Background: an optimization exercise with open tools, aiming at small area and a short achievable clock period. Do not read the settings as production practice.
The RTL was checked by simulation tests, not by an equivalence proof against the original design.
Power is estimated from default activity; no workload was simulated.

## flow/design.v (module list and top-level ports; edited modules follow where they fit)
// module mac: 867 lines
// module fa: 4 lines
// module ha: 4 lines
// module ha1: 4 lines
// module pg: 4 lines
// module sx: 3 lines
// module bsel: 3 lines
// module bseln: 3 lines
// module booth_enc: 15 lines
// module outadd: 124 lines
// module MatMul4x4_FP16: 42 lines
module MatMul4x4_FP16 (
    input clk,
    input rst,
    input [255:0] A,
    input [255:0] B,
    output [511:0] C
);
  // ...
==> flow/flow/run.sh <==
#!/bin/bash
# Own layout flow: the standard ORFS flow (standard.sh), with
#  - the port buffers that buffer_ports inserts made plain sky130 buffers
#    (buf_1, which repair_design/repair_timing may then upsize) instead of the
#    default clkdlybuf4s50_1 delay cells;
#  - the input port buffers made buf_4 before repair_design
#    (flow/upsize_inputs.tcl, run as ORFS's PRE_RESIZE_TCL hook);
#  - any extra ORFS make variables listed in flow/extra.vars (one NAME=VALUE
#    per line) passed on the make command line.
# Everything else is the standard flow. make's output goes to flow_standard.log.
set -euo pipefail
cd "$(dirname "$0")/.."
export BUFFER_PORTS_ARGS="-buffer_cell sky130_fd_sc_hd__buf_1"
export PRE_RESIZE_TCL="$PWD/flow/upsize_inputs.tcl"
extra=""
if [[ -f flow/extra.vars ]]; then
  while read -r line; do
    [[ -z "$line" || "$line" == \#* ]] && continue
    extra+=" $line"
  done < flow/extra.vars
fi
sed "s|CLKGATE_MAP_FILE= |CLKGATE_MAP_FILE= ${extra} |" standard.sh > standard_extra.sh
cmp -s standard.sh standard_extra.sh && [[ -n "$extra" ]] && { echo "extra make variables not applied" >&2; exit 1; }
bash standard_extra.sh finish > flow_standard.log 2>&1
==> flow/flow/extra.vars <==
'DONT_USE_CELLS=sky130_fd_sc_hd__probe_p_8 sky130_fd_sc_hd__probec_p_8 sky130_fd_sc_hd__lpflow_bleeder_1 sky130_fd_sc_hd__lpflow_clkbufkapwr_1 sky130_fd_sc_hd__lpflow_clkbufkapwr_16 sky130_fd_sc_hd__lpflow_clkbufkapwr_2 sky130_fd_sc_hd__lpflow_clkbufkapwr_4 sky130_fd_sc_hd__lpflow_clkbufkapwr_8 sky130_fd_sc_hd__lpflow_clkinvkapwr_1 sky130_fd_sc_hd__lpflow_clkinvkapwr_16 sky130_fd_sc_hd__lpflow_clkinvkapwr_2 sky130_fd_sc_hd__lpflow_clkinvkapwr_4 sky130_fd_sc_hd__lpflow_clkinvkapwr_8 sky130_fd_sc_hd__lpflow_decapkapwr_12 sky130_fd_sc_hd__lpflow_decapkapwr_3 sky130_fd_sc_hd__lpflow_decapkapwr_4 sky130_fd_sc_hd__lpflow_decapkapwr_6 sky130_fd_sc_hd__lpflow_decapkapwr_8 sky130_fd_sc_hd__lpflow_inputiso0n_1 sky130_fd_sc_hd__lpflow_inputiso0p_1 sky130_fd_sc_hd__lpflow_inputiso1n_1 sky130_fd_sc_hd__lpflow_inputiso1p_1 sky130_fd_sc_hd__lpflow_inputisolatch_1 sky130_fd_sc_hd__lpflow_isobufsrc_1 sky130_fd_sc_hd__lpflow_isobufsrc_16 sky130_fd_sc_hd__lpflow_isobufsrc_2 sky130_fd_sc_hd__lpflow_isobufsrc_4 sky130_fd_sc_hd__lpflow_isobufsrc_8 sky130_fd_sc_hd__lpflow_isobufsrckapwr_16 sky130_fd_sc_hd__lpflow_lsbuf_lh_hl_isowell_tap_1 sky130_fd_sc_hd__lpflow_lsbuf_lh_hl_isowell_tap_2 sky130_fd_sc_hd__lpflow_lsbuf_lh_hl_isowell_tap_4 sky130_fd_sc_hd__lpflow_lsbuf_lh_isowell_4 sky130_fd_sc_hd__lpflow_lsbuf_lh_isowell_tap_1 sky130_fd_sc_hd__lpflow_lsbuf_lh_isowell_tap_2 sky130_fd_sc_hd__lpflow_lsbuf_lh_isowell_tap_4 sky130_fd_sc_hd__clkdlybuf4s15_1 sky130_fd_sc_hd__clkdlybuf4s15_2 sky130_fd_sc_hd__clkdlybuf4s18_1 sky130_fd_sc_hd__clkdlybuf4s18_2 sky130_fd_sc_hd__clkdlybuf4s25_1 sky130_fd_sc_hd__clkdlybuf4s25_2 sky130_fd_sc_hd__clkdlybuf4s50_1 sky130_fd_sc_hd__clkdlybuf4s50_2 sky130_fd_sc_hd__dlygate4sd1_1 sky130_fd_sc_hd__dlygate4sd2_1 sky130_fd_sc_hd__dlygate4sd3_1 sky130_fd_sc_hd__dlymetal6s2s_1 sky130_fd_sc_hd__dlymetal6s4s_1 sky130_fd_sc_hd__dlymetal6s6s_1 '
==> flow/flow/upsize_inputs.tcl <==
# Before repair_design: make each weak input port buffer (buf_1/_2, clkbuf_1/_2
# or a delay buffer) a buf_4, since these buffers drive wide fanouts.
set n 0
foreach inst [[ord::get_db_block] getInsts] {
  set name [$inst getName]
  set m [[$inst getMaster] getName]
  if {[string match "input*" $name] && [regexp {^sky130_fd_sc_hd__(buf_[12]|clkbuf_[12]|clkdlybuf\w+)$} $m]} {
    replace_cell $name sky130_fd_sc_hd__buf_4
    incr n
  }
}
puts "upsize_inputs: $n input buffers made buf_4"
==> flow/standard.sh <==
#!/bin/bash
# synth_recipe.tcl (not shown) runs the flow's synth.tcl, then flattens the netlist and writes it again
# the make line also repeats each setting of config.mk as NAME=value (left out here)
make -C /OpenROAD-flow-scripts/flow DESIGN_CONFIG=/design/flow/config.mk WORK_HOME=/design/flow/orfs CLKGATE_MAP_FILE= SYNTH_SCRIPT=/design/flow/synth_recipe.tcl "${@:-finish}"
==> flow/config.mk <==
export PLATFORM = sky130hd
export DESIGN_NAME = MatMul4x4_FP16
export DESIGN_NICKNAME = MatMul4x4_FP16
export VERILOG_FILES = /design/flow/design.v
export SDC_FILE = /design/flow/constraint.sdc
export NUM_CORES = 4
export LEC_CHECK = 0
export CAP_MARGIN = 20
export CORE_MARGIN = 2
export CORE_UTILIZATION = 50
export SETUP_SLACK_MARGIN = 3.1
export SLEW_MARGIN = 20
export SYNTH_HIERARCHICAL = 1
export SYNTH_MINIMUM_KEEP_SIZE = 0
==> flow/constraint.sdc <==
create_clock -name core_clock -period 8.0 [get_ports {clk}]
set_input_delay 1.6000 -clock core_clock [delete_from_list [all_inputs] [get_ports {clk}]]
set_output_delay 1.6000 -clock core_clock [all_outputs]
set_load 0.01 [all_outputs]
==> run_results.csv, run 1 <==
group,metric,value,unit
placed_design,gp_congestion,0.941,
sta,grt_setup_unrepaired,"true",
run_status,status,"timing/DRC/antenna clean",
route,viasPerCell,6.09,
worst_setup_path,endpoint,"C[141]",
placed_design,place_ws,1.61,ns
die,placementRows,201,
route,wl,452000,um
worst_setup_path,cpMaxStageDelayCell,"xor2_1",
final_layout,layout-drive-gt1-share,0.129,
clock_network,cts_tree,"built",
final_layout,fillers,26462,
pwr,powerClk,6.32,mW
clock_network,post_cts_resized,286,
worst_setup_path,cp.depth,7,
global_routing,first_global_vias,108199,
flow_run,cap_violations,0,
final_layout,seq_area,23700,sq um
die,die_area,306000,sq um
die,ioPinCount,1026,
final_layout,seq_share,0.154,
route,wl_met2,201000,um
pwr,top_power_group,"combinational cells",
clock_network,hold_buffers,0,
die,core_area,300000,sq um
die,die_h,553,um
final_layout,largest_class,"multi-input gates",
sta,skew,0.0446,ns
final_layout,multi_input_area,113000,sq um
final_layout,n_clock_buffer,203,
route,drc,0,
placed_design,hpwlAfterDp,347000,um
route,via_count,100358,
worst_setup_path,r2r_start,"Sr[2][16]",
hold_path,hold_path.class,"reg -> reg",
pwr,switching_share,0.501,
die,start_util,0.503,
final_layout,buffer_area_frac,0.0420,
clock_network,post_cts_buffers,65,
route,drt-initial-drc-count,10018,
==> module outadd, before the edit <==
module outadd (input [26:0] p, input [26:0] g, input ci, output [26:0] s);
  wire g0c = g[0] | (p[0] & ci);
  wire G1 = g[1] | (p[1] & g0c);
  wire G2 = g[3] | (p[3] & g[2]);
  wire P2 = p[3] & p[2];
  wire G3 = g[5] | (p[5] & g[4]);
  wire P3 = p[5] & p[4];
  wire G4 = g[7] | (p[7] & g[6]);
  wire P4 = p[7] & p[6];
  wire G5 = g[9] | (p[9] & g[8]);
  wire P5 = p[9] & p[8];
  wire G6 = g[11] | (p[11] & g[10]);
  wire P6 = p[11] & p[10];
  wire G7 = g[13] | (p[13] & g[12]);
  wire P7 = p[13] & p[12];
  wire G8 = g[15] | (p[15] & g[14]);
  wire P8 = p[15] & p[14];
  wire G9 = g[17] | (p[17] & g[16]);
  wire P9 = p[17] & p[16];
  wire G10 = g[19] | (p[19] & g[18]);
  wire P10 = p[19] & p[18];
  wire G11 = g[21] | (p[21] & g[20]);
  wire P11 = p[21] & p[20];
  wire G12 = g[23] | (p[23] & g[22]);
  wire P12 = p[23] & p[22];
  wire G13 = g[25] | (p[25] & g[24]);
  wire P13 = p[25] & p[24];
  wire G14 = g[2] | (p[2] & G1);
  wire G15 = G2 | (P2 & G1);
  wire G16 = g[6] | (p[6] & G3);
  wire P16 = p[6] & P3;
  wire G17 = G4 | (P4 & G3);
  wire P17 = P4 & P3;
  wire G18 = g[10] | (p[10] & G5);
  wire P18 = p[10] & P5;
  wire G19 = G6 | (P6 & G5);
  wire P19 = P6 & P5;
  wire G20 = g[14] | (p[14] & G7);
  wire P20 = p[14] & P7;
  wire G21 = G8 | (P8 & G7);
  wire P21 = P8 & P7;
  wire G22 = g[18] | (p[18] & G9);
  wire P22 = p[18] & P9;
  wire G23 = G10 | (P10 & G9);
  wire P23 = P10 & P9;
  wire G24 = g[22] | (p[22] & G11);
  wire P24 = p[22] & P11;
  wire G25 = G12 | (P12 & G11);
  wire P25 = P12 & P11;
  wire G26 = g[26] | (p[26] & G13);
  wire P26 = p[26] & P13;
  wire G27 = g[4] | (p[4] & G15);
  wire G28 = G3 | (P3 & G15);
  wire G29 = G16 | (P16 & G15);
  wire G30 = G17 | (P17 & G15);
  wire G31 = g[12] | (p[12] & G19);
  wire P31 = p[12] & P19;
  wire G32 = G7 | (P7 & G19);
  wire P32 = P7 & P19;
  wire G33 = G20 | (P20 & G19);
  wire P33 = P20 & P19;
  wire G34 = G21 | (P21 & G19);
  wire P34 = P21 & P19;
  wire G35 = g[20] | (p[20] & G23);
  wire P35 = p[20] & P23;
  wire G36 = G11 | (P11 & G23);
  wire P36 = P11 & P23;
  wire G37 = G24 | (P24 & G23);
  wire P37 = P24 & P23;
  wire G38 = G25 | (P25 & G23);
  wire P38 = P25 & P23;
  wire G39 = g[8] | (p[8] & G30);
  wire G40 = G5 | (P5 & G30);
  wire G41 = G18 | (P18 & G30);
  wire G42 = G19 | (P19 & G30);
  wire G43 = G31 | (P31 & G30);
  wire G44 = G32 | (P32 & G30);
  wire G45 = G33 | (P33 & G30);
  wire G46 = G34 | (P34 & G30);
  wire G47 = g[24] | (p[24] & G38);
  wire P47 = p[24] & P38;
  wire G48 = G13 | (P13 & G38);
  wire P48 = P13 & P38;
  wire G49 = G26 | (P26 & G38);
  wire P49 = P26 & P38;
  wire G50 = g[16] | (p[16] & G46);
  wire G51 = G9 | (P9 & G46);
  wire G52 = G22 | (P22 & G46);
  wire G53 = G23 | (P23 & G46);
  wire G54 = G35 | (P35 & G46);
  wire G55 = G36 | (P36 & G46);
  wire G56 = G37 | (P37 & G46);
  wire G57 = G38 | (P38 & G46);
  wire G58 = G47 | (P47 & G46);
  wire G59 = G48 | (P48 & G46);
  wire G60 = G49 | (P49 & G46);
  sx u_sx0 (.p(p[0]), .c(ci), .s(s[0]));
  sx u_sx1 (.p(p[1]), .c(g0c), .s(s[1]));
  sx u_sx2 (.p(p[2]), .c(G1), .s(s[2]));
  sx u_sx3 (.p(p[3]), .c(G14), .s(s[3]));
  sx u_sx4 (.p(p[4]), .c(G15), .s(s[4]));
  sx u_sx5 (.p(p[5]), .c(G27), .s(s[5]));
  sx u_sx6 (.p(p[6]), .c(G28), .s(s[6]));
  sx u_sx7 (.p(p[7]), .c(G29), .s(s[7]));
  sx u_sx8 (.p(p[8]), .c(G30), .s(s[8]));
  sx u_sx9 (.p(p[9]), .c(G39), .s(s[9]));
  sx u_sx10 (.p(p[10]), .c(G40), .s(s[10]));
  sx u_sx11 (.p(p[11]), .c(G41), .s(s[11]));
  sx u_sx12 (.p(p[12]), .c(G42), .s(s[12]));
  sx u_sx13 (.p(p[13]), .c(G43), .s(s[13]));
  sx u_sx14 (.p(p[14]), .c(G44), .s(s[14]));
  sx u_sx15 (.p(p[15]), .c(G45), .s(s[15]));
  sx u_sx16 (.p(p[16]), .c(G46), .s(s[16]));
  sx u_sx17 (.p(p[17]), .c(G50), .s(s[17]));
  sx u_sx18 (.p(p[18]), .c(G51), .s(s[18]));
  sx u_sx19 (.p(p[19]), .c(G52), .s(s[19]));
  sx u_sx20 (.p(p[20]), .c(G53), .s(s[20]));
  sx u_sx21 (.p(p[21]), .c(G54), .s(s[21]));
  sx u_sx22 (.p(p[22]), .c(G55), .s(s[22]));
  sx u_sx23 (.p(p[23]), .c(G56), .s(s[23]));
  sx u_sx24 (.p(p[24]), .c(G57), .s(s[24]));
  sx u_sx25 (.p(p[25]), .c(G58), .s(s[25]));
  sx u_sx26 (.p(p[26]), .c(G59), .s(s[26]));
endmodule
==> module MatMul4x4_FP16, before the edit <==
module MatMul4x4_FP16 (
    input clk,
    input rst,
    input [255:0] A,
    input [255:0] B,
    output [511:0] C
);
    localparam [31:0] KMASK = 32'b11111111111111111111111111000000;
    reg  [31:0] Sr [0:3][0:3];
    reg  [31:0] Kr [0:3][0:3];
    reg         Kc [0:3][0:3];
    wire        Kcn [0:3][0:3];
    wire [31:0] Sn [0:3][0:3];
    wire [31:0] Kn [0:3][0:3];
    genvar gi, gj;
    generate
        for (gi = 0; gi < 4; gi = gi + 1) begin : g_row
            for (gj = 0; gj < 4; gj = gj + 1) begin : g_col
                wire [7:0] one, two, neg;
                booth_enc u_enc (.b(B[(12+gj)*16 +: 16]), .one(one), .two(two), .neg(neg));
                mac u_mac (.a(A[(gi*4+3)*16 +: 16]), .one(one), .two(two), .neg(neg),
                           .accs(Sr[gi][gj]), .acck(Kr[gi][gj] & KMASK), .kc(Kc[gi][gj]),
                           .sn(Sn[gi][gj]), .kn(Kn[gi][gj]), .kcn(Kcn[gi][gj]));
                always @(posedge clk or posedge rst) begin
                    if (rst) begin
                        Sr[gi][gj] <= 32'd0;
                        Kr[gi][gj] <= 32'd0;
                        Kc[gi][gj] <= 1'b0;
                    end else begin
                        Sr[gi][gj] <= Sn[gi][gj];
                        Kr[gi][gj] <= Kn[gi][gj] & KMASK;
                        Kc[gi][gj] <= Kcn[gi][gj];
                    end
                end
                wire [31:0] kk = Kr[gi][gj] & KMASK;
                assign C[(gi*4+gj)*32 +: 5] = Sr[gi][gj][4:0];
                outadd u_out (.p(Sr[gi][gj][31:5]), .g({1'b0, kk[31:6]}), .ci(Kc[gi][gj]),
                              .s(C[(gi*4+gj)*32+5 +: 27]));
            end
        end
    endgenerate
endmodule
==> inputs of run 2 (changes only) <==
--- a/flow/design.v
+++ b/flow/design.v
@@ -251,16 +251,16 @@
   wire c241;
   wire s242;
-  wire c243;
-  wire s244;
-  wire c245;
-  wire s246;
-  wire c247;
-  wire s248;
-  wire c249;
-  wire s250;
-  wire c251;
-  wire s252;
-  wire c253;
-  wire s254;
+  wire s243;
+  wire c244;
+  wire s245;
+  wire c246;
+  wire s247;
+  wire c248;
+  wire s249;
+  wire c250;
+  wire s251;
+  wire c252;
+  wire s253;
+  wire c254;
   wire s255;
   wire c256;
@@ -346,16 +346,16 @@
   wire c336;
   wire s337;
-  wire c338;
-  wire s339;
-  wire c340;
-  wire s341;
-  wire c342;
-  wire s343;
-  wire c344;
-  wire s345;
-  wire c346;
-  wire s347;
-  wire c348;
-  wire s349;
+  wire s338;
+  wire c339;
+  wire s340;
+  wire c341;
+  wire s342;
+  wire c343;
+  wire s344;
+  wire c345;
+  wire s346;
+  wire c347;
+  wire s348;
+  wire c349;
   wire s350;
   wire c351;
@@ -405,16 +405,16 @@
   wire c395;
   wire s396;
-  wire c397;
-  wire s398;
-  wire c399;
-  wire s400;
-  wire c401;
-  wire s402;
-  wire c403;
-  wire s404;
-  wire c405;
-  wire s406;
-  wire c407;
-  wire s408;
+  wire s397;
+  wire c398;
+  wire s399;
+  wire c400;
+  wire s401;
+  wire c402;
+  wire s403;
+  wire c404;
+  wire s405;
+  wire c406;
+  wire s407;
+  wire c408;
   wire s409;
   wire c410;
@@ -468,16 +468,4 @@
   wire c458;
   wire s459;
-  wire c460;
-  wire s461;
-  wire c462;
-  wire s463;
-  wire c464;
-  wire s465;
-  wire c466;
-  wire s467;
-  wire c468;
-  wire s469;
-  wire c470;
-  wire s471;
   assign pp1 = (one[0] & a[0]) ^ neg[0];
   assign pp2 = (((one[0] & a[1]) | (two[0] & a[0])) ^ neg[0]);
@@ -628,168 +616,162 @@
   fa u_s157 (.a(acck[18]), .b(accs[18]), .ci(pp109), .s(s157), .co(c158));
   assign s159 = ~acck[19];
-  ha u_s160 (.a(acck[6]), .b(accs[6]), .s(s160), .co(c161));
-  ha u_s162 (.a(acck[7]), .b(accs[7]), .s(s162), .co(c163));
-  fa u_s164 (.a(acck[8]), .b(accs[8]), .ci(neg[4]), .s(s164), .co(c165));
-  ha u_s166 (.a(pp24), .b(pp39), .s(s166), .co(c167));
-  fa u_s168 (.a(acck[9]), .b(accs[9]), .ci(pp10), .s(s168), .co(c169));
-  ha u_s170 (.a(pp25), .b(pp40), .s(s170), .co(c171));
-  fa u_s172 (.a(acck[10]), .b(accs[10]), .ci(neg[5]), .s(s172), .co(c173));
-  fa u_s174 (.a(pp11), .b(pp26), .ci(pp41), .s(s174), .co(c175));
-  ha u_s176 (.a(pp56), .b(pp71), .s(s176), .co(c177));
-  fa u_s178 (.a(acck[11]), .b(accs[11]), .ci(pp12), .s(s178), .co(c179));
-  fa u_s180 (.a(pp27), .b(pp42), .ci(pp57), .s(s180), .co(c181));
-  ha u_s182 (.a(pp72), .b(pp87), .s(s182), .co(c183));
-  fa u_s184 (.a(s137), .b(neg[6]), .ci(pp103), .s(s184), .co(c185));
-  fa u_s186 (.a(pp13), .b(pp28), .ci(pp43), .s(s186), .co(c187));
-  fa u_s188 (.a(pp58), .b(pp73), .ci(pp88), .s(s188), .co(c189));
-  fa u_s190 (.a(c138), .b(s139), .ci(pp104), .s(s190), .co(c191));
-  fa u_s192 (.a(pp14), .b(pp29), .ci(pp44), .s(s192), .co(c193));
-  fa u_s194 (.a(pp59), .b(pp74), .ci(pp89), .s(s194), .co(c195));
-  fa u_s196 (.a(c140), .b(pp15), .ci(pp30), .s(s196), .co(c197));
-  fa u_s198 (.a(pp45), .b(pp60), .ci(pp75), .s(s198), .co(c199));
-  fa u_s200 (.a(pp90), .b(s141), .ci(s143), .s(s200), .co(c201));
-  fa u_s202 (.a(pp31), .b(pp46), .ci(pp61), .s(s202), .co(c203));
-  fa u_s204 (.a(pp76), .b(pp91), .ci(c142), .s(s204), .co(c205));
-  fa u_s206 (.a(c144), .b(s147), .ci(s145), .s(s206), .co(c207));
-  fa u_s208 (.a(s149), .b(pp32), .ci(pp47), .s(s208), .co(c209));
-  fa u_s210 (.a(pp62), .b(pp77), .ci(pp92), .s(s210), .co(c211));
-  fa u_s212 (.a(c148), .b(c146), .ci(s151), .s(s212), .co(c213));
-  fa u_s214 (.a(c150), .b(s153), .ci(pp33), .s(s214), .co(c215));
-  fa u_s216 (.a(pp48), .b(pp63), .ci(pp78), .s(s216), .co(c217));
-  fa u_s218 (.a(pp93), .b(s155), .ci(c152), .s(s218), .co(c219));
-  fa u_s220 (.a(c154), .b(pp124), .ci(pp34), .s(s220), .co(c221));
-  fa u_s222 (.a(pp49), .b(pp64), .ci(pp79), .s(s222), .co(c223));
-  fa u_s224 (.a(pp94), .b(c156), .ci(s157), .s(s224), .co(c225));
-  fa u_s226 (.a(accs[19]), .b(s159), .ci(pp110), .s(s226), .co(c227));
-  fa u_s228 (.a(pp125), .b(pp50), .ci(pp65), .s(s228), .co(c229));
-  fa u_s230 (.a(pp80), .b(pp95), .ci(c158), .s(s230), .co(c231));
-  fa u_s232 (.a(acck[19]), .b(acck[20]), .ci(accs[20]), .s(s232), .co(c233));
-  fa u_s234 (.a(pp111), .b(pp126), .ci(pp51), .s(s234), .co(c235));
-  fa u_s236 (.a(pp66), .b(pp81), .ci(pp96), .s(s236), .co(c237));
-  fa u_s238 (.a(acck[21]), .b(accs[21]), .ci(1'b1), .s(s238), .co(c239));
-  fa u_s240 (.a(pp112), .b(pp127), .ci(pp67), .s(s240), .co(c241));
-  ha u_s242 (.a(pp82), .b(pp97), .s(s242), .co(c243));
-  fa u_s244 (.a(acck[22]), .b(accs[22]), .ci(pp113), .s(s244), .co(c245));
-  fa u_s246 (.a(pp128), .b(pp68), .ci(pp83), .s(s246), .co(c247));
-  fa u_s248 (.a(acck[23]), .b(accs[23]), .ci(1'b1), .s(s248), .co(c249));
-  ha u_s250 (.a(pp114), .b(pp129), .s(s250), .co(c251));
-  fa u_s252 (.a(acck[24]), .b(accs[24]), .ci(pp100), .s(s252), .co(c253));
-  assign s254 = ~acck[25];
-  ha u_s255 (.a(accs[4]), .b(neg[2]), .s(s255), .co(c256));
-  fa u_s257 (.a(accs[5]), .b(kc), .ci(pp21), .s(s257), .co(c258));
-  fa u_s259 (.a(s160), .b(neg[3]), .ci(pp22), .s(s259), .co(c260));
-  ha u_s261 (.a(pp37), .b(pp52), .s(s261), .co(c262));
-  fa u_s263 (.a(c161), .b(s162), .ci(pp23), .s(s263), .co(c264));
-  fa u_s265 (.a(pp38), .b(pp53), .ci(pp8), .s(s265), .co(c266));
-  fa u_s267 (.a(c163), .b(pp54), .ci(pp69), .s(s267), .co(c268));
-  fa u_s269 (.a(pp9), .b(s164), .ci(s166), .s(s269), .co(c270));
-  fa u_s271 (.a(pp55), .b(pp70), .ci(c165), .s(s271), .co(c272));
-  fa u_s273 (.a(c167), .b(s170), .ci(s168), .s(s273), .co(c274));
-  fa u_s275 (.a(pp86), .b(s172), .ci(c171), .s(s275), .co(c276));
-  fa u_s277 (.a(s176), .b(c169), .ci(s174), .s(s277), .co(c278));
-  fa u_s279 (.a(c173), .b(c177), .ci(s182), .s(s279), .co(c280));
-  fa u_s281 (.a(c175), .b(s178), .ci(s180), .s(s281), .co(c282));
-  fa u_s283 (.a(c183), .b(c179), .ci(c181), .s(s283), .co(c284));
-  fa u_s285 (.a(s184), .b(s186), .ci(s188), .s(s285), .co(c286));
-  fa u_s287 (.a(c185), .b(c187), .ci(c189), .s(s287), .co(c288));
-  fa u_s289 (.a(s190), .b(s192), .ci(s194), .s(s289), .co(c290));
-  fa u_s291 (.a(c191), .b(c193), .ci(c195), .s(s291), .co(c292));
-  fa u_s293 (.a(s196), .b(s198), .ci(s200), .s(s293), .co(c294));
-  fa u_s295 (.a(c197), .b(c199), .ci(s202), .s(s295), .co(c296));
-  fa u_s297 (.a(s204), .b(c201), .ci(s206), .s(s297), .co(c298));
-  fa u_s299 (.a(c203), .b(s208), .ci(s210), .s(s299), .co(c300));
-  fa u_s301 (.a(c205), .b(c207), .ci(s212), .s(s301), .co(c302));
-  fa u_s303 (.a(c209), .b(c211), .ci(s214), .s(s303), .co(c304));
-  fa u_s305 (.a(s216), .b(s218), .ci(c213), .s(s305), .co(c306));
-  fa u_s307 (.a(c215), .b(c217), .ci(s220), .s(s307), .co(c308));
-  fa u_s309 (.a(s222), .b(c219), .ci(s224), .s(s309), .co(c310));
-  fa u_s311 (.a(c221), .b(c223), .ci(s226), .s(s311), .co(c312));
-  fa u_s313 (.a(s228), .b(s230), .ci(c225), .s(s313), .co(c314));
-  fa u_s315 (.a(s232), .b(c227), .ci(c229), .s(s315), .co(c316));
-  fa u_s317 (.a(s234), .b(s236), .ci(c231), .s(s317), .co(c318));
-  fa u_s319 (.a(c233), .b(s238), .ci(s242), .s(s319), .co(c320));
-  fa u_s321 (.a(c235), .b(c237), .ci(s240), .s(s321), .co(c322));
-  fa u_s323 (.a(c239), .b(pp98), .ci(c243), .s(s323), .co(c324));
-  fa u_s325 (.a(c241), .b(s244), .ci(s246), .s(s325), .co(c326));
-  fa u_s327 (.a(s248), .b(pp84), .ci(pp99), .s(s327), .co(c328));
-  fa u_s329 (.a(s250), .b(c245), .ci(c247), .s(s329), .co(c330));
-  fa u_s331 (.a(c249), .b(pp115), .ci(pp130), .s(s331), .co(c332));
-  fa u_s333 (.a(pp85), .b(c251), .ci(s252), .s(s333), .co(c334));
-  fa u_s335 (.a(accs[25]), .b(s254), .ci(pp101), .s(s335), .co(c336));
-  fa u_s337 (.a(pp116), .b(pp131), .ci(c253), .s(s337), .co(c338));
-  fa u_s339 (.a(acck[25]), .b(acck[26]), .ci(accs[26]), .s(s339), .co(c340));
-  fa u_s341 (.a(pp102), .b(pp117), .ci(pp132), .s(s341), .co(c342));
-  fa u_s343 (.a(acck[27]), .b(accs[27]), .ci(1'b1), .s(s343), .co(c344));
-  ha u_s345 (.a(pp118), .b(pp133), .s(s345), .co(c346));
-  fa u_s347 (.a(acck[28]), .b(accs[28]), .ci(pp119), .s(s347), .co(c348));
-  assign s349 = ~acck[29];
-  ha u_s350 (.a(accs[2]), .b(neg[1]), .s(s350), .co(c351));
-  ha u_s352 (.a(accs[3]), .b(pp19), .s(s352), .co(c353));
-  fa u_s354 (.a(pp20), .b(pp35), .ci(pp5), .s(s354), .co(c355));
-  fa u_s356 (.a(c256), .b(pp36), .ci(pp6), .s(s356), .co(c357));
-  fa u_s358 (.a(pp7), .b(s261), .ci(c258), .s(s358), .co(c359));
-  fa u_s360 (.a(c262), .b(c260), .ci(s263), .s(s360), .co(c361));
-  fa u_s362 (.a(c264), .b(c266), .ci(s267), .s(s362), .co(c363));
-  fa u_s364 (.a(c268), .b(s271), .ci(c270), .s(s364), .co(c365));
-  fa u_s366 (.a(c272), .b(s275), .ci(c274), .s(s366), .co(c367));
-  fa u_s368 (.a(c276), .b(s279), .ci(c278), .s(s368), .co(c369));
-  fa u_s370 (.a(c280), .b(s283), .ci(c282), .s(s370), .co(c371));
-  fa u_s372 (.a(c284), .b(s287), .ci(c286), .s(s372), .co(c373));
-  fa u_s374 (.a(c288), .b(s291), .ci(c290), .s(s374), .co(c375));
-  fa u_s376 (.a(c292), .b(s295), .ci(c294), .s(s376), .co(c377));
-  fa u_s378 (.a(c296), .b(s299), .ci(c298), .s(s378), .co(c379));
-  fa u_s380 (.a(c300), .b(s303), .ci(c302), .s(s380), .co(c381));
-  fa u_s382 (.a(c304), .b(s307), .ci(c306), .s(s382), .co(c383));
-  fa u_s384 (.a(c308), .b(s311), .ci(c310), .s(s384), .co(c385));
-  fa u_s386 (.a(s315), .b(c312), .ci(c314), .s(s386), .co(c387));
-  fa u_s388 (.a(s319), .b(c316), .ci(s321), .s(s388), .co(c389));
-  fa u_s390 (.a(s323), .b(c320), .ci(c322), .s(s390), .co(c391));
-  fa u_s392 (.a(s327), .b(c324), .ci(s329), .s(s392), .co(c393));
-  fa u_s394 (.a(c328), .b(s331), .ci(c330), .s(s394), .co(c395));
-  fa u_s396 (.a(c332), .b(s335), .ci(s337), .s(s396), .co(c397));
-  fa u_s398 (.a(s339), .b(c336), .ci(s341), .s(s398), .co(c399));
-  fa u_s400 (.a(c340), .b(s343), .ci(s345), .s(s400), .co(c401));
-  fa u_s402 (.a(c344), .b(pp134), .ci(c346), .s(s402), .co(c403));
-  fa u_s404 (.a(accs[29]), .b(s349), .ci(pp135), .s(s404), .co(c405));
-  fa u_s406 (.a(acck[29]), .b(acck[30]), .ci(accs[30]), .s(s406), .co(c407));
-  assign s408 = ~acck[31];
-  ha u_s409 (.a(accs[0]), .b(neg[0]), .s(s409), .co(c410));
-  ha u_s411 (.a(accs[1]), .b(pp2), .s(s411), .co(c412));
-  fa u_s413 (.a(pp18), .b(pp3), .ci(s350), .s(s413), .co(c414));
-  fa u_s415 (.a(c351), .b(pp4), .ci(s352), .s(s415), .co(c416));
-  fa u_s417 (.a(s255), .b(c353), .ci(s354), .s(s417), .co(c418));
-  fa u_s419 (.a(c355), .b(s257), .ci(s356), .s(s419), .co(c420));
-  fa u_s421 (.a(c357), .b(s259), .ci(s358), .s(s421), .co(c422));
-  fa u_s423 (.a(s265), .b(c359), .ci(s360), .s(s423), .co(c424));
-  fa u_s425 (.a(s269), .b(c361), .ci(s362), .s(s425), .co(c426));
-  fa u_s427 (.a(c363), .b(s273), .ci(s364), .s(s427), .co(c428));
-  fa u_s429 (.a(s277), .b(c365), .ci(s366), .s(s429), .co(c430));
-  fa u_s431 (.a(s281), .b(c367), .ci(s368), .s(s431), .co(c432));
-  fa u_s433 (.a(s285), .b(c369), .ci(s370), .s(s433), .co(c434));
-  fa u_s435 (.a(s289), .b(c371), .ci(s372), .s(s435), .co(c436));
-  fa u_s437 (.a(s293), .b(c373), .ci(s374), .s(s437), .co(c438));
-  fa u_s439 (.a(c375), .b(s297), .ci(s376), .s(s439), .co(c440));
-  fa u_s441 (.a(s301), .b(c377), .ci(s378), .s(s441), .co(c442));
-  fa u_s443 (.a(s305), .b(c379), .ci(s380), .s(s443), .co(c444));
-  fa u_s445 (.a(s309), .b(c381), .ci(s382), .s(s445), .co(c446));
-  fa u_s447 (.a(s313), .b(c383), .ci(s384), .s(s447), .co(c448));
-  fa u_s449 (.a(s317), .b(c385), .ci(s386), .s(s449), .co(c450));
-  fa u_s451 (.a(c318), .b(s388), .ci(c387), .s(s451), .co(c452));
-  fa u_s453 (.a(s325), .b(c389), .ci(s390), .s(s453), .co(c454));
-  fa u_s455 (.a(c326), .b(c391), .ci(s392), .s(s455), .co(c456));
-  fa u_s457 (.a(s333), .b(c393), .ci(s394), .s(s457), .co(c458));
-  fa u_s459 (.a(c334), .b(c395), .ci(s396), .s(s459), .co(c460));
-  fa u_s461 (.a(c338), .b(s398), .ci(c397), .s(s461), .co(c462));
-  fa u_s463 (.a(c342), .b(s400), .ci(c399), .s(s463), .co(c464));
-  fa u_s465 (.a(s347), .b(s402), .ci(c401), .s(s465), .co(c466));
-  fa u_s467 (.a(c348), .b(s404), .ci(c403), .s(s467), .co(c468));
-  fa u_s469 (.a(s406), .b(pp136), .ci(c405), .s(s469), .co(c470));
-  assign s471 = accs[31] ^ s408 ^ c407;
-  wire [31:0] x = {c470, c468, c466, c464, c462, c460, c458, c456, c454, c452, c450, c448, c446, c444, c442, c440, c438, c436, c434, c432, c430, c428, c426, c424, c422, c420, c418, c416, c414, c412, c410, s409};
-  wire [31:0] y = {s471, s469, s467, s465, s463, s461, s459, s457, s455, s453, s451, s449, s447, s445, s443, s441, s439, s437, s435, s433, s431, s429, s427, s425, s423, s421, s419, s417, s415, s413, s411, pp1};
-  wire [4:0] lx = x[4:0];
-  wire [4:0] ly = y[4:0];
-  wire [4:0] ls;
-  wire [4:0] lp, lg;
+  fa u_s160 (.a(acck[8]), .b(accs[8]), .ci(neg[4]), .s(s160), .co(c161));
+  fa u_s162 (.a(acck[9]), .b(accs[9]), .ci(pp10), .s(s162), .co(c163));
+  fa u_s164 (.a(acck[10]), .b(accs[10]), .ci(neg[5]), .s(s164), .co(c165));
+  fa u_s166 (.a(pp11), .b(pp26), .ci(pp41), .s(s166), .co(c167));
+  fa u_s168 (.a(acck[11]), .b(accs[11]), .ci(pp12), .s(s168), .co(c169));
+  fa u_s170 (.a(pp27), .b(pp42), .ci(pp57), .s(s170), .co(c171));
+  fa u_s172 (.a(s137), .b(neg[6]), .ci(pp103), .s(s172), .co(c173));
+  fa u_s174 (.a(pp13), .b(pp28), .ci(pp43), .s(s174), .co(c175));
+  ha u_s176 (.a(pp58), .b(pp73), .s(s176), .co(c177));
+  fa u_s178 (.a(c138), .b(s139), .ci(pp104), .s(s178), .co(c179));
+  fa u_s180 (.a(pp14), .b(pp29), .ci(pp44), .s(s180), .co(c181));
+  fa u_s182 (.a(pp59), .b(pp74), .ci(pp89), .s(s182), .co(c183));
+  fa u_s184 (.a(c140), .b(pp15), .ci(pp30), .s(s184), .co(c185));
+  fa u_s186 (.a(pp45), .b(pp60), .ci(pp75), .s(s186), .co(c187));
+  fa u_s188 (.a(pp90), .b(s141), .ci(s143), .s(s188), .co(c189));
+  fa u_s190 (.a(pp31), .b(pp46), .ci(pp61), .s(s190), .co(c191));
+  fa u_s192 (.a(pp76), .b(pp91), .ci(c142), .s(s192), .co(c193));
+  fa u_s194 (.a(c144), .b(s147), .ci(s145), .s(s194), .co(c195));
+  fa u_s196 (.a(s149), .b(pp32), .ci(pp47), .s(s196), .co(c197));
+  fa u_s198 (.a(pp62), .b(pp77), .ci(pp92), .s(s198), .co(c199));
+  fa u_s200 (.a(c148), .b(c146), .ci(s151), .s(s200), .co(c201));
+  fa u_s202 (.a(c150), .b(s153), .ci(pp33), .s(s202), .co(c203));
+  fa u_s204 (.a(pp48), .b(pp63), .ci(pp78), .s(s204), .co(c205));
+  fa u_s206 (.a(pp93), .b(s155), .ci(c152), .s(s206), .co(c207));
+  fa u_s208 (.a(c154), .b(pp124), .ci(pp34), .s(s208), .co(c209));
+  fa u_s210 (.a(pp49), .b(pp64), .ci(pp79), .s(s210), .co(c211));
+  fa u_s212 (.a(pp94), .b(c156), .ci(s157), .s(s212), .co(c213));
+  fa u_s214 (.a(accs[19]), .b(s159), .ci(pp110), .s(s214), .co(c215));
+  fa u_s216 (.a(pp125), .b(pp50), .ci(pp65), .s(s216), .co(c217));
+  fa u_s218 (.a(pp80), .b(pp95), .ci(c158), .s(s218), .co(c219));
+  fa u_s220 (.a(acck[19]), .b(acck[20]), .ci(accs[20]), .s(s220), .co(c221));
+  fa u_s222 (.a(pp111), .b(pp126), .ci(pp51), .s(s222), .co(c223));
+  fa u_s224 (.a(pp66), .b(pp81), .ci(pp96), .s(s224), .co(c225));
+  fa u_s226 (.a(acck[21]), .b(accs[21]), .ci(1'b1), .s(s226), .co(c227));
+  fa u_s228 (.a(pp112), .b(pp127), .ci(pp67), .s(s228), .co(c229));
+  ha u_s230 (.a(pp82), .b(pp97), .s(s230), .co(c231));
+  fa u_s232 (.a(acck[22]), .b(accs[22]), .ci(pp113), .s(s232), .co(c233));
+  fa u_s234 (.a(pp128), .b(pp68), .ci(pp83), .s(s234), .co(c235));
+  fa u_s236 (.a(acck[23]), .b(accs[23]), .ci(1'b1), .s(s236), .co(c237));
+  ha u_s238 (.a(pp114), .b(pp129), .s(s238), .co(c239));
+  fa u_s240 (.a(acck[24]), .b(accs[24]), .ci(pp100), .s(s240), .co(c241));
+  assign s242 = ~acck[25];
+  ha u_s243 (.a(accs[4]), .b(neg[2]), .s(s243), .co(c244));
+  ha u_s245 (.a(accs[5]), .b(pp21), .s(s245), .co(c246));
+  fa u_s247 (.a(accs[6]), .b(neg[3]), .ci(pp22), .s(s247), .co(c248));
+  ha u_s249 (.a(pp37), .b(pp52), .s(s249), .co(c250));
+  fa u_s251 (.a(accs[7]), .b(kc), .ci(pp23), .s(s251), .co(c252));
+  fa u_s253 (.a(pp38), .b(pp53), .ci(pp8), .s(s253), .co(c254));
+  fa u_s255 (.a(pp24), .b(pp39), .ci(pp54), .s(s255), .co(c256));
+  fa u_s257 (.a(pp69), .b(pp9), .ci(s160), .s(s257), .co(c258));
+  fa u_s259 (.a(pp25), .b(pp40), .ci(pp55), .s(s259), .co(c260));
+  fa u_s261 (.a(pp70), .b(c161), .ci(s162), .s(s261), .co(c262));
+  fa u_s263 (.a(pp56), .b(pp71), .ci(pp86), .s(s263), .co(c264));
+  fa u_s265 (.a(s164), .b(c163), .ci(s166), .s(s265), .co(c266));
+  fa u_s267 (.a(pp72), .b(pp87), .ci(c165), .s(s267), .co(c268));
+  fa u_s269 (.a(c167), .b(s168), .ci(s170), .s(s269), .co(c270));
+  fa u_s271 (.a(pp88), .b(s176), .ci(c169), .s(s271), .co(c272));
+  fa u_s273 (.a(c171), .b(s172), .ci(s174), .s(s273), .co(c274));
+  fa u_s275 (.a(c177), .b(c173), .ci(c175), .s(s275), .co(c276));
+  fa u_s277 (.a(s178), .b(s180), .ci(s182), .s(s277), .co(c278));
+  fa u_s279 (.a(c179), .b(c181), .ci(c183), .s(s279), .co(c280));
+  fa u_s281 (.a(s184), .b(s186), .ci(s188), .s(s281), .co(c282));
+  fa u_s283 (.a(c185), .b(c187), .ci(s190), .s(s283), .co(c284));
+  fa u_s285 (.a(s192), .b(c189), .ci(s194), .s(s285), .co(c286));
+  fa u_s287 (.a(c191), .b(s196), .ci(s198), .s(s287), .co(c288));
+  fa u_s289 (.a(c193), .b(c195), .ci(s200), .s(s289), .co(c290));
+  fa u_s291 (.a(c197), .b(c199), .ci(s202), .s(s291), .co(c292));
+  fa u_s293 (.a(s204), .b(s206), .ci(c201), .s(s293), .co(c294));
+  fa u_s295 (.a(c203), .b(c205), .ci(s208), .s(s295), .co(c296));
+  fa u_s297 (.a(s210), .b(c207), .ci(s212), .s(s297), .co(c298));
+  fa u_s299 (.a(c209), .b(c211), .ci(s214), .s(s299), .co(c300));
+  fa u_s301 (.a(s216), .b(s218), .ci(c213), .s(s301), .co(c302));
+  fa u_s303 (.a(s220), .b(c215), .ci(c217), .s(s303), .co(c304));
+  fa u_s305 (.a(s222), .b(s224), .ci(c219), .s(s305), .co(c306));
+  fa u_s307 (.a(c221), .b(s226), .ci(s230), .s(s307), .co(c308));
+  fa u_s309 (.a(c223), .b(c225), .ci(s228), .s(s309), .co(c310));
+  fa u_s311 (.a(c227), .b(pp98), .ci(c231), .s(s311), .co(c312));
+  fa u_s313 (.a(c229), .b(s232), .ci(s234), .s(s313), .co(c314));
+  fa u_s315 (.a(s236), .b(pp84), .ci(pp99), .s(s315), .co(c316));
+  fa u_s317 (.a(s238), .b(c233), .ci(c235), .s(s317), .co(c318));
+  fa u_s319 (.a(c237), .b(pp115), .ci(pp130), .s(s319), .co(c320));
+  fa u_s321 (.a(pp85), .b(c239), .ci(s240), .s(s321), .co(c322));
+  fa u_s323 (.a(accs[25]), .b(s242), .ci(pp101), .s(s323), .co(c324));
+  fa u_s325 (.a(pp116), .b(pp131), .ci(c241), .s(s325), .co(c326));
+  fa u_s327 (.a(acck[25]), .b(acck[26]), .ci(accs[26]), .s(s327), .co(c328));
+  fa u_s329 (.a(pp102), .b(pp117), .ci(pp132), .s(s329), .co(c330));
+  fa u_s331 (.a(acck[27]), .b(accs[27]), .ci(1'b1), .s(s331), .co(c332));
+  ha u_s333 (.a(pp118), .b(pp133), .s(s333), .co(c334));
+  fa u_s335 (.a(acck[28]), .b(accs[28]), .ci(pp119), .s(s335), .co(c336));
+  assign s337 = ~acck[29];
+  ha u_s338 (.a(accs[2]), .b(neg[1]), .s(s338), .co(c339));
+  ha u_s340 (.a(accs[3]), .b(pp19), .s(s340), .co(c341));
+  fa u_s342 (.a(pp20), .b(pp35), .ci(pp5), .s(s342), .co(c343));
+  fa u_s344 (.a(c244), .b(pp36), .ci(pp6), .s(s344), .co(c345));
+  fa u_s346 (.a(pp7), .b(c246), .ci(s249), .s(s346), .co(c347));
+  fa u_s348 (.a(c250), .b(c248), .ci(s251), .s(s348), .co(c349));
+  fa u_s350 (.a(c252), .b(c254), .ci(s255), .s(s350), .co(c351));
+  fa u_s352 (.a(c256), .b(s259), .ci(c258), .s(s352), .co(c353));
+  fa u_s354 (.a(c260), .b(s263), .ci(c262), .s(s354), .co(c355));
+  fa u_s356 (.a(c264), .b(s267), .ci(c266), .s(s356), .co(c357));
+  fa u_s358 (.a(c268), .b(s271), .ci(c270), .s(s358), .co(c359));
+  fa u_s360 (.a(c272), .b(s275), .ci(c274), .s(s360), .co(c361));
+  fa u_s362 (.a(c276), .b(s279), .ci(c278), .s(s362), .co(c363));
+  fa u_s364 (.a(c280), .b(s283), .ci(c282), .s(s364), .co(c365));
+  fa u_s366 (.a(c284), .b(s287), .ci(c286), .s(s366), .co(c367));
+  fa u_s368 (.a(c288), .b(s291), .ci(c290), .s(s368), .co(c369));
+  fa u_s370 (.a(c292), .b(s295), .ci(c294), .s(s370), .co(c371));
+  fa u_s372 (.a(c296), .b(s299), .ci(c298), .s(s372), .co(c373));
+  fa u_s374 (.a(s303), .b(c300), .ci(c302), .s(s374), .co(c375));
+  fa u_s376 (.a(s307), .b(c304), .ci(s309), .s(s376), .co(c377));
+  fa u_s378 (.a(s311), .b(c308), .ci(c310), .s(s378), .co(c379));
+  fa u_s380 (.a(s315), .b(c312), .ci(s317), .s(s380), .co(c381));
+  fa u_s382 (.a(c316), .b(s319), .ci(c318), .s(s382), .co(c383));
+  fa u_s384 (.a(c320), .b(s323), .ci(s325), .s(s384), .co(c385));
+  fa u_s386 (.a(s327), .b(c324), .ci(s329), .s(s386), .co(c387));
+  fa u_s388 (.a(c328), .b(s331), .ci(s333), .s(s388), .co(c389));
+  fa u_s390 (.a(c332), .b(pp134), .ci(c334), .s(s390), .co(c391));
+  fa u_s392 (.a(accs[29]), .b(s337), .ci(pp135), .s(s392), .co(c393));
+  fa u_s394 (.a(acck[29]), .b(acck[30]), .ci(accs[30]), .s(s394), .co(c395));
+  assign s396 = ~acck[31];
+  ha u_s397 (.a(accs[0]), .b(neg[0]), .s(s397), .co(c398));
+  ha u_s399 (.a(accs[1]), .b(pp2), .s(s399), .co(c400));
+  fa u_s401 (.a(pp18), .b(pp3), .ci(s338), .s(s401), .co(c402));
+  fa u_s403 (.a(c339), .b(pp4), .ci(s340), .s(s403), .co(c404));
+  fa u_s405 (.a(s243), .b(c341), .ci(s342), .s(s405), .co(c406));
+  fa u_s407 (.a(s245), .b(c343), .ci(s344), .s(s407), .co(c408));
+  fa u_s409 (.a(c345), .b(s247), .ci(s346), .s(s409), .co(c410));
+  fa u_s411 (.a(s253), .b(c347), .ci(s348), .s(s411), .co(c412));
+  fa u_s413 (.a(s257), .b(c349), .ci(s350), .s(s413), .co(c414));
+  fa u_s415 (.a(c351), .b(s261), .ci(s352), .s(s415), .co(c416));
+  fa u_s417 (.a(s265), .b(c353), .ci(s354), .s(s417), .co(c418));
+  fa u_s419 (.a(s269), .b(c355), .ci(s356), .s(s419), .co(c420));
+  fa u_s421 (.a(s273), .b(c357), .ci(s358), .s(s421), .co(c422));
+  fa u_s423 (.a(s277), .b(c359), .ci(s360), .s(s423), .co(c424));
+  fa u_s425 (.a(s281), .b(c361), .ci(s362), .s(s425), .co(c426));
+  fa u_s427 (.a(c363), .b(s285), .ci(s364), .s(s427), .co(c428));
+  fa u_s429 (.a(s289), .b(c365), .ci(s366), .s(s429), .co(c430));
+  fa u_s431 (.a(s293), .b(c367), .ci(s368), .s(s431), .co(c432));
+  fa u_s433 (.a(s297), .b(c369), .ci(s370), .s(s433), .co(c434));
+  fa u_s435 (.a(s301), .b(c371), .ci(s372), .s(s435), .co(c436));
+  fa u_s437 (.a(s305), .b(c373), .ci(s374), .s(s437), .co(c438));
+  fa u_s439 (.a(c306), .b(s376), .ci(c375), .s(s439), .co(c440));
+  fa u_s441 (.a(s313), .b(c377), .ci(s378), .s(s441), .co(c442));
+  fa u_s443 (.a(c314), .b(c379), .ci(s380), .s(s443), .co(c444));
+  fa u_s445 (.a(s321), .b(c381), .ci(s382), .s(s445), .co(c446));
+  fa u_s447 (.a(c322), .b(c383), .ci(s384), .s(s447), .co(c448));
+  fa u_s449 (.a(c326), .b(s386), .ci(c385), .s(s449), .co(c450));
+  fa u_s451 (.a(c330), .b(s388), .ci(c387), .s(s451), .co(c452));
+  fa u_s453 (.a(s335), .b(s390), .ci(c389), .s(s453), .co(c454));
+  fa u_s455 (.a(c336), .b(s392), .ci(c391), .s(s455), .co(c456));
+  fa u_s457 (.a(s394), .b(pp136), .ci(c393), .s(s457), .co(c458));
+  assign s459 = accs[31] ^ s396 ^ c395;
+  wire [31:0] x = {c458, c456, c454, c452, c450, c448, c446, c444, c442, c440, c438, c436, c434, c432, c430, c428, c426, c424, c422, c420, c418, c416, c414, c412, c410, c408, c406, c404, c402, c400, c398, s397};
+  wire [31:0] y = {s459, s457, s455, s453, s451, s449, s447, s445, s443, s441, s439, s437, s435, s433, s431, s429, s427, s425, s423, s421, s419, s417, s415, s413, s411, s409, s407, s405, s403, s401, s399, pp1};
+  wire [6:0] lx = x[6:0];
+  wire [6:0] ly = y[6:0];
+  wire [6:0] ls;
+  wire [6:0] lp, lg;
   pg u_lpg0 (.x(lx[0]), .y(ly[0]), .p(lp[0]), .g(lg[0]));
   pg u_lpg1 (.x(lx[1]), .y(ly[1]), .p(lp[1]), .g(lg[1]));
@@ -797,20 +779,26 @@
   pg u_lpg3 (.x(lx[3]), .y(ly[3]), .p(lp[3]), .g(lg[3]));
   pg u_lpg4 (.x(lx[4]), .y(ly[4]), .p(lp[4]), .g(lg[4]));
+  pg u_lpg5 (.x(lx[5]), .y(ly[5]), .p(lp[5]), .g(lg[5]));
+  pg u_lpg6 (.x(lx[6]), .y(ly[6]), .p(lp[6]), .g(lg[6]));
   wire lG1 = lg[1] | (lp[1] & lg[0]);
   wire lG2 = lg[3] | (lp[3] & lg[2]);
   wire lP2 = lp[3] & lp[2];
-  wire lG3 = lg[2] | (lp[2] & lG1);
-  wire lG4 = lG2 | (lP2 & lG1);
-  wire lG5 = lg[4] | (lp[4] & lG4);
+  wire lG3 = lg[5] | (lp[5] & lg[4]);
+  wire lP3 = lp[5] & lp[4];
+  wire lG4 = lg[2] | (lp[2] & lG1);
+  wire lG5 = lG2 | (lP2 & lG1);
+  wire lG6 = lg[6] | (lp[6] & lG3);
+  wire lP6 = lp[6] & lP3;
+  wire lG7 = lg[4] | (lp[4] & lG5);
+  wire lG8 = lG3 | (lP3 & lG5);
+  wire lG9 = lG6 | (lP6 & lG5);
   assign ls[0] = lp[0];
   sx u_lsx1 (.p(lp[1]), .c(lg[0]), .s(ls[1]));
   sx u_lsx2 (.p(lp[2]), .c(lG1), .s(ls[2]));
-  sx u_lsx3 (.p(lp[3]), .c(lG3), .s(ls[3]));
-  sx u_lsx4 (.p(lp[4]), .c(lG4), .s(ls[4]));
-  assign kcn = lG5;
-  wire hp5, hg5;
-  pg u_hpg5 (.x(x[5]), .y(y[5]), .p(hp5), .g(hg5));
-  wire hp6, hg6;
-  pg u_hpg6 (.x(x[6]), .y(y[6]), .p(hp6), .g(hg6));
+  sx u_lsx3 (.p(lp[3]), .c(lG4), .s(ls[3]));
+  sx u_lsx4 (.p(lp[4]), .c(lG5), .s(ls[4]));
+  sx u_lsx5 (.p(lp[5]), .c(lG7), .s(ls[5]));
+  sx u_lsx6 (.p(lp[6]), .c(lG8), .s(ls[6]));
+  assign kcn = lG9;
   wire hp7, hg7;
   pg u_hpg7 (.x(x[7]), .y(y[7]), .p(hp7), .g(hg7));
@@ -863,6 +851,6 @@
   wire hp31, hg31;
   pg u_hpg31 (.x(x[31]), .y(y[31]), .p(hp31), .g(hg31));
-  assign sn = {hp31, hp30, hp29, hp28, hp27, hp26, hp25, hp24, hp23, hp22, hp21, hp20, hp19, hp18, hp17, hp16, hp15, hp14, hp13, hp12, hp11, hp10, hp9, hp8, hp7, hp6, hp5, ls[4], ls[3], ls[2], ls[1], ls[0]};
-  assign kn = {hg30, hg29, hg28, hg27, hg26, hg25, hg24, hg23, hg22, hg21, hg20, hg19, hg18, hg17, hg16, hg15, hg14, hg13, hg12, hg11, hg10, hg9, hg8, hg7, hg6, hg5, 1'b0, 1'b0, 1'b0, 1'b0, 1'b0, 1'b0};
+  assign sn = {hp31, hp30, hp29, hp28, hp27, hp26, hp25, hp24, hp23, hp22, hp21, hp20, hp19, hp18, hp17, hp16, hp15, hp14, hp13, hp12, hp11, hp10, hp9, hp8, hp7, ls[6], ls[5], ls[4], ls[3], ls[2], ls[1], ls[0]};
+  assign kn = {hg30, hg29, hg28, hg27, hg26, hg25, hg24, hg23, hg22, hg21, hg20, hg19, hg18, hg17, hg16, hg15, hg14, hg13, hg12, hg11, hg10, hg9, hg8, hg7, 1'b0, 1'b0, 1'b0, 1'b0, 1'b0, 1'b0, 1'b0, 1'b0};
 endmodule
 module fa (input a, input b, input ci, output s, output co);
@@ -906,5 +894,5 @@
   end endgenerate
 endmodule
-module outadd (input [26:0] p, input [26:0] g, input ci, output [26:0] s);
+module outadd (input [24:0] p, input [24:0] g, input ci, output [24:0] s);
   wire g0c = g[0] | (p[0] & ci);
   wire G1 = g[1] | (p[1] & g0c);
@@ -931,102 +919,90 @@
   wire G12 = g[23] | (p[23] & g[22]);
   wire P12 = p[23] & p[22];
-  wire G13 = g[25] | (p[25] & g[24]);
-  wire P13 = p[25] & p[24];
-  wire G14 = g[2] | (p[2] & G1);
-  wire G15 = G2 | (P2 & G1);
-  wire G16 = g[6] | (p[6] & G3);
-  wire P16 = p[6] & P3;
-  wire G17 = G4 | (P4 & G3);
-  wire P17 = P4 & P3;
-  wire G18 = g[10] | (p[10] & G5);
-  wire P18 = p[10] & P5;
-  wire G19 = G6 | (P6 & G5);
-  wire P19 = P6 & P5;
-  wire G20 = g[14] | (p[14] & G7);
-  wire P20 = p[14] & P7;
-  wire G21 = G8 | (P8 & G7);
-  wire P21 = P8 & P7;
-  wire G22 = g[18] | (p[18] & G9);
-  wire P22 = p[18] & P9;
-  wire G23 = G10 | (P10 & G9);
-  wire P23 = P10 & P9;
-  wire G24 = g[22] | (p[22] & G11);
-  wire P24 = p[22] & P11;
-  wire G25 = G12 | (P12 & G11);
-  wire P25 = P12 & P11;
-  wire G26 = g[26] | (p[26] & G13);
-  wire P26 = p[26] & P13;
-  wire G27 = g[4] | (p[4] & G15);
-  wire G28 = G3 | (P3 & G15);
-  wire G29 = G16 | (P16 & G15);
-  wire G30 = G17 | (P17 & G15);
-  wire G31 = g[12] | (p[12] & G19);
-  wire P31 = p[12] & P19;
-  wire G32 = G7 | (P7 & G19);
-  wire P32 = P7 & P19;
-  wire G33 = G20 | (P20 & G19);
-  wire P33 = P20 & P19;
-  wire G34 = G21 | (P21 & G19);
-  wire P34 = P21 & P19;
-  wire G35 = g[20] | (p[20] & G23);
-  wire P35 = p[20] & P23;
-  wire G36 = G11 | (P11 & G23);
-  wire P36 = P11 & P23;
-  wire G37 = G24 | (P24 & G23);
-  wire P37 = P24 & P23;
-  wire G38 = G25 | (P25 & G23);
-  wire P38 = P25 & P23;
-  wire G39 = g[8] | (p[8] & G30);
-  wire G40 = G5 | (P5 & G30);
-  wire G41 = G18 | (P18 & G30);
-  wire G42 = G19 | (P19 & G30);
-  wire G43 = G31 | (P31 & G30);
-  wire G44 = G32 | (P32 & G30);
-  wire G45 = G33 | (P33 & G30);
-  wire G46 = G34 | (P34 & G30);
-  wire G47 = g[24] | (p[24] & G38);
-  wire P47 = p[24] & P38;
-  wire G48 = G13 | (P13 & G38);
-  wire P48 = P13 & P38;
-  wire G49 = G26 | (P26 & G38);
-  wire P49 = P26 & P38;
-  wire G50 = g[16] | (p[16] & G46);
-  wire G51 = G9 | (P9 & G46);
-  wire G52 = G22 | (P22 & G46);
-  wire G53 = G23 | (P23 & G46);
-  wire G54 = G35 | (P35 & G46);
-  wire G55 = G36 | (P36 & G46);
-  wire G56 = G37 | (P37 & G46);
-  wire G57 = G38 | (P38 & G46);
-  wire G58 = G47 | (P47 & G46);
-  wire G59 = G48 | (P48 & G46);
-  wire G60 = G49 | (P49 & G46);
+  wire G13 = g[2] | (p[2] & G1);
+  wire G14 = G2 | (P2 & G1);
+  wire G15 = g[6] | (p[6] & G3);
+  wire P15 = p[6] & P3;
+  wire G16 = G4 | (P4 & G3);
+  wire P16 = P4 & P3;
+  wire G17 = g[10] | (p[10] & G5);
+  wire P17 = p[10] & P5;
+  wire G18 = G6 | (P6 & G5);
+  wire P18 = P6 & P5;
+  wire G19 = g[14] | (p[14] & G7);
+  wire P19 = p[14] & P7;
+  wire G20 = G8 | (P8 & G7);
+  wire P20 = P8 & P7;
+  wire G21 = g[18] | (p[18] & G9);
+  wire P21 = p[18] & P9;
+  wire G22 = G10 | (P10 & G9);
+  wire P22 = P10 & P9;
+  wire G23 = g[22] | (p[22] & G11);
+  wire P23 = p[22] & P11;
+  wire G24 = G12 | (P12 & G11);
+  wire P24 = P12 & P11;
+  wire G25 = g[4] | (p[4] & G14);
+  wire G26 = G3 | (P3 & G14);
+  wire G27 = G15 | (P15 & G14);
+  wire G28 = G16 | (P16 & G14);
+  wire G29 = g[12] | (p[12] & G18);
+  wire P29 = p[12] & P18;
+  wire G30 = G7 | (P7 & G18);
+  wire P30 = P7 & P18;
+  wire G31 = G19 | (P19 & G18);
+  wire P31 = P19 & P18;
+  wire G32 = G20 | (P20 & G18);
+  wire P32 = P20 & P18;
+  wire G33 = g[20] | (p[20] & G22);
+  wire P33 = p[20] & P22;
+  wire G34 = G11 | (P11 & G22);
+  wire P34 = P11 & P22;
+  wire G35 = G23 | (P23 & G22);
+  wire P35 = P23 & P22;
+  wire G36 = G24 | (P24 & G22);
+  wire P36 = P24 & P22;
+  wire G37 = g[8] | (p[8] & G28);
+  wire G38 = G5 | (P5 & G28);
+  wire G39 = G17 | (P17 & G28);
+  wire G40 = G18 | (P18 & G28);
+  wire G41 = G29 | (P29 & G28);
+  wire G42 = G30 | (P30 & G28);
+  wire G43 = G31 | (P31 & G28);
+  wire G44 = G32 | (P32 & G28);
+  wire G45 = g[24] | (p[24] & G36);
+  wire P45 = p[24] & P36;
+  wire G46 = g[16] | (p[16] & G44);
+  wire G47 = G9 | (P9 & G44);
+  wire G48 = G21 | (P21 & G44);
+  wire G49 = G22 | (P22 & G44);
+  wire G50 = G33 | (P33 & G44);
+  wire G51 = G34 | (P34 & G44);
+  wire G52 = G35 | (P35 & G44);
+  wire G53 = G36 | (P36 & G44);
+  wire G54 = G45 | (P45 & G44);
   sx u_sx0 (.p(p[0]), .c(ci), .s(s[0]));
   sx u_sx1 (.p(p[1]), .c(g0c), .s(s[1]));
   sx u_sx2 (.p(p[2]), .c(G1), .s(s[2]));
-  sx u_sx3 (.p(p[3]), .c(G14), .s(s[3]));
-  sx u_sx4 (.p(p[4]), .c(G15), .s(s[4]));
-  sx u_sx5 (.p(p[5]), .c(G27), .s(s[5]));
-  sx u_sx6 (.p(p[6]), .c(G28), .s(s[6]));
-  sx u_sx7 (.p(p[7]), .c(G29), .s(s[7]));
-  sx u_sx8 (.p(p[8]), .c(G30), .s(s[8]));
-  sx u_sx9 (.p(p[9]), .c(G39), .s(s[9]));
-  sx u_sx10 (.p(p[10]), .c(G40), .s(s[10]));
-  sx u_sx11 (.p(p[11]), .c(G41), .s(s[11]));
-  sx u_sx12 (.p(p[12]), .c(G42), .s(s[12]));
-  sx u_sx13 (.p(p[13]), .c(G43), .s(s[13]));
-  sx u_sx14 (.p(p[14]), .c(G44), .s(s[14]));
-  sx u_sx15 (.p(p[15]), .c(G45), .s(s[15]));
-  sx u_sx16 (.p(p[16]), .c(G46), .s(s[16]));
-  sx u_sx17 (.p(p[17]), .c(G50), .s(s[17]));
-  sx u_sx18 (.p(p[18]), .c(G51), .s(s[18]));
-  sx u_sx19 (.p(p[19]), .c(G52), .s(s[19]));
-  sx u_sx20 (.p(p[20]), .c(G53), .s(s[20]));
-  sx u_sx21 (.p(p[21]), .c(G54), .s(s[21]));
-  sx u_sx22 (.p(p[22]), .c(G55), .s(s[22]));
-  sx u_sx23 (.p(p[23]), .c(G56), .s(s[23]));
-  sx u_sx24 (.p(p[24]), .c(G57), .s(s[24]));
-  sx u_sx25 (.p(p[25]), .c(G58), .s(s[25]));
-  sx u_sx26 (.p(p[26]), .c(G59), .s(s[26]));
+  sx u_sx3 (.p(p[3]), .c(G13), .s(s[3]));
+  sx u_sx4 (.p(p[4]), .c(G14), .s(s[4]));
+  sx u_sx5 (.p(p[5]), .c(G25), .s(s[5]));
+  sx u_sx6 (.p(p[6]), .c(G26), .s(s[6]));
+  sx u_sx7 (.p(p[7]), .c(G27), .s(s[7]));
+  sx u_sx8 (.p(p[8]), .c(G28), .s(s[8]));
+  sx u_sx9 (.p(p[9]), .c(G37), .s(s[9]));
+  sx u_sx10 (.p(p[10]), .c(G38), .s(s[10]));
+  sx u_sx11 (.p(p[11]), .c(G39), .s(s[11]));
+  sx u_sx12 (.p(p[12]), .c(G40), .s(s[12]));
+  sx u_sx13 (.p(p[13]), .c(G41), .s(s[13]));
+  sx u_sx14 (.p(p[14]), .c(G42), .s(s[14]));
+  sx u_sx15 (.p(p[15]), .c(G43), .s(s[15]));
+  sx u_sx16 (.p(p[16]), .c(G44), .s(s[16]));
+  sx u_sx17 (.p(p[17]), .c(G46), .s(s[17]));
+  sx u_sx18 (.p(p[18]), .c(G47), .s(s[18]));
+  sx u_sx19 (.p(p[19]), .c(G48), .s(s[19]));
+  sx u_sx20 (.p(p[20]), .c(G49), .s(s[20]));
+  sx u_sx21 (.p(p[21]), .c(G50), .s(s[21]));
+  sx u_sx22 (.p(p[22]), .c(G51), .s(s[22]));
+  sx u_sx23 (.p(p[23]), .c(G52), .s(s[23]));
+  sx u_sx24 (.p(p[24]), .c(G53), .s(s[24]));
 endmodule
 module MatMul4x4_FP16 (
@@ -1037,5 +1013,5 @@
     output [511:0] C
 );
-    localparam [31:0] KMASK = 32'b11111111111111111111111111000000;
+    localparam [31:0] KMASK = 32'b11111111111111111111111100000000;
     reg  [31:0] Sr [0:3][0:3];
     reg  [31:0] Kr [0:3][0:3];
@@ -1065,7 +1041,7 @@
                 end
                 wire [31:0] kk = Kr[gi][gj] & KMASK;
-                assign C[(gi*4+gj)*32 +: 5] = Sr[gi][gj][4:0];
-                outadd u_out (.p(Sr[gi][gj][31:5]), .g({1'b0, kk[31:6]}), .ci(Kc[gi][gj]),
-                              .s(C[(gi*4+gj)*32+5 +: 27]));
+                assign C[(gi*4+gj)*32 +: 7] = Sr[gi][gj][6:0];
+                outadd u_out (.p(Sr[gi][gj][31:7]), .g({1'b0, kk[31:8]}), .ci(Kc[gi][gj]),
+                              .s(C[(gi*4+gj)*32+7 +: 25]));
             end
         end
==> run 2 against run 1 <==
  * Hold slack better by 0.0020 ns
  * Die area down 1.8%
  * Global-route usage up 0.49 points
  * Maximum frequency down 2.4%
  * Register-to-register slack better by 0.09 ns
==> run_results.csv, run 2 <==
group,metric,value,unit
run_status,status,"timing/DRC/antenna clean",
final_layout,seq_area,22900,sq um
sta,final_hold_viol_count,0,
hold_path,hold_path.class,"reg -> reg",
die,ioPinCount,1026,
sta,setup_viol,0,
clock_network,cts-buffers-inserted,134,
worst_setup_path,worst_setup_path_start_kind,"register",
route,viasPerCell,6.07,
worst_setup_path,worstPathRequired,6.40,ns
clock_network,clockRootBuffer,"clkbuf_16",
placed_design,hpwlAfterDp,345000,um
global_routing,grt_remaining_overflow,0,
synth,synth_warnings,13,
clock_network,clk_pin_slew,0.06,ns
synth,syn_area,148000,sq um
clock_network,cts_tree,"built",
final_layout,reg_top3,"Sr: 512 flops, Kr: 384 flops, Kc: 16 flops",
route,wl_per_cell,27.6,um
global_routing,grt_max_degree,137,
synth,postSynthAreaPerCell,11.5,sq um
route,drt-initial-drc-count,9334,
die,die_h,548,um
worst_setup_path,crit_path_end_kind,"output port",
sta,max_freq,199,MHz
sta,slew_headroom,0.208,
sta,skew,0.0338,ns
die,die_x,548,um
sta,finalCritPeriodShare,0.629,
pwr,pwr_density_cell,571,nW/um^2
final_layout,multi_input_area,112000,sq um
sta,grt_setup_unrepaired,"true",
synth,netlist_instances,12833,
worst_setup_path,worstPathArrival,3.43,ns
worst_setup_path,worstSetupPathType,"reg -> out",
sta,worst_slew_pin_slew,1.19,ns
clock_network,cts_sinks,912,
die,placementRows,199,
final_layout,largest_register_ffs,512,
die,die_area,300000,sq um
flow_run,cap_violations,0,
global_routing,antenna_found_initial,28,
worst_setup_path,cp_max_fo,6,
final_layout,mostFrequentLayoutCell,"fa_1",
route,drc,0,
placed_design,gp_congestion,0.924,
clock_network,htree_levels,4,
global_routing,track_usage,0.301,
placed_design,numPortBuffers,641,
sta,tns,0,ns
sta,period_minus_slack,5.03,ns
final_layout,layout-drive-gt1-share,0.140,
route,wl,452000,um
sta,fin_ws,2.97,ns
clock_network,ctsLongestPathBuffers,4,
final_layout,regMostFlops,"Sr",
final_layout,nets,16019,
global_routing,grt_first_pass_wirelength,686000,um
die,start_util,0.503,
route,via_count,99287,
route,detail-route-antenna-nets,0,
global_routing,first_global_vias,106593,
die,core_area,294000,sq um
placed_design,place_ws,1.58,ns
final_layout,fillers,25841,
final_layout,syn2layout_area_growth,2.69,%
pwr,power_leakage,61.3,nW
final_layout,most-common-layout-cells,"fa_1 (2280), xnor2_1 (2063), a22oi_1 (1618)",
pwr,total_power,86.7,mW
clock_network,clk_latency,0.87,ns
sta,finalMaxSlewViolations,0,
route,firstDrtPassIters,6,
pwr,irDropWorstVdd,0.460,mV
run 2: repair_timing:
action / 4_1_cts / 5_1_grt
pin swaps: 71 / 124
resized for setup: 317 / 435
buffers inserted: 103 / 209
hold buffers: 0 / 0
endpoints found under the setup margin: 577 / 501
run 2: routing by layer:
metal	share of wire	GRT usage	wire (um)	up-vias
met5	0.00035	0	158	-
met4	0.045	0.122	20200	24
met3	0.11	0.0946	49900	878
met2	0.44	0.450	199000	4663
met1	0.40	0.405	183000	51874
li1	-	-	-	41848
run 2: where the power goes:
group / total, mW / switching [mW] / internal [mW] / leakage [nW]
clock: 6.55 / 2.55 / 3.99 / 2.26
sequential: 12.4 / 3.16 / 9.23 / 11.1
combinational: 67.8 / 37.3 / 30.5 / 48.0
run 2: final cells by class:
class                      instances  area share
multi-input combinational       9856       0.738
sequential                       912       0.151
timing repair buffer            1384      0.0465
tap                             3919      0.0323
clock buffer                     173      0.0244
clock inverter                    62     0.00654
inverter                          49     0.00124
antenna                            7    0.000115
run 2: worst paths after layout:
path / end / startpoint / cells after the start / slack [ns]
max: C[255] / Sr[7][20] / 8 / 2.97
min: Sr[9][0] / Sr[9][0] / 2 / 0.62
max reg2reg: Sr[10][16] / Kr[10][16] / 6 / 4.44
min reg2reg: Sr[9][0] / Sr[9][0] / 2 / 0.62
max in group asynchronous: Sr[14][21] / rst / 5 / 5.73
min in group asynchronous: Sr[4][15] / rst / 2 / 0.67
run 2: stage by stage:
step / cells / hold WS, ns / utilization / instance area (sq um)
after detailed placement: 15808 / 0.617 / 0.485 / 143000
final: 16362 / 0.624 / 0.517 / 152000
after floorplan: 12897 / 0.678 / - / 149000
after global routing: 16359 / 0.639 / 0.517 / 152000
after CTS: 16146 / 0.625 / 0.507 / 149000
after global placement: 15805 / 0.602 / 0.483 / 142000
run 2: worst max-delay path: stages (launching register included):
cell and delay, ns:
dfrtp_2 0.42, and4_4 0.25, nand2_2 0.09, a211oi_4 0.37, o41ai_4 0.15, or3_4 0.43
a311oi_4 0.39, xor2_4 0.33, buf_6 0.16

port drivers added, routing unchanged:
No port has a modelled driver above. Below, the same layouts with a new extraction and two added sets of constraints. Step 1 sets driving cells, clkbuf_16 on the clock port and buf_2 on the other inputs (assumed; they add their load-dependent delay and slew). Step 2 times the ports against the registers' clock, not the clock port: input delays grow and output delays shrink by t, the midpoint of the rising clock arrivals with the driver on. Three values: no drivers, after step 1, after step 2; two values: the first two.
| run | shift t [ns] | slack for setup (ns) |
|---|---|---|
| run 1 | 0.933 | 3.084 / 2.979 / 2.221 |
| run 2 | 0.955 | 2.965 / 2.858 / 2.204 |
After both steps every run listed still meets setup and hold.
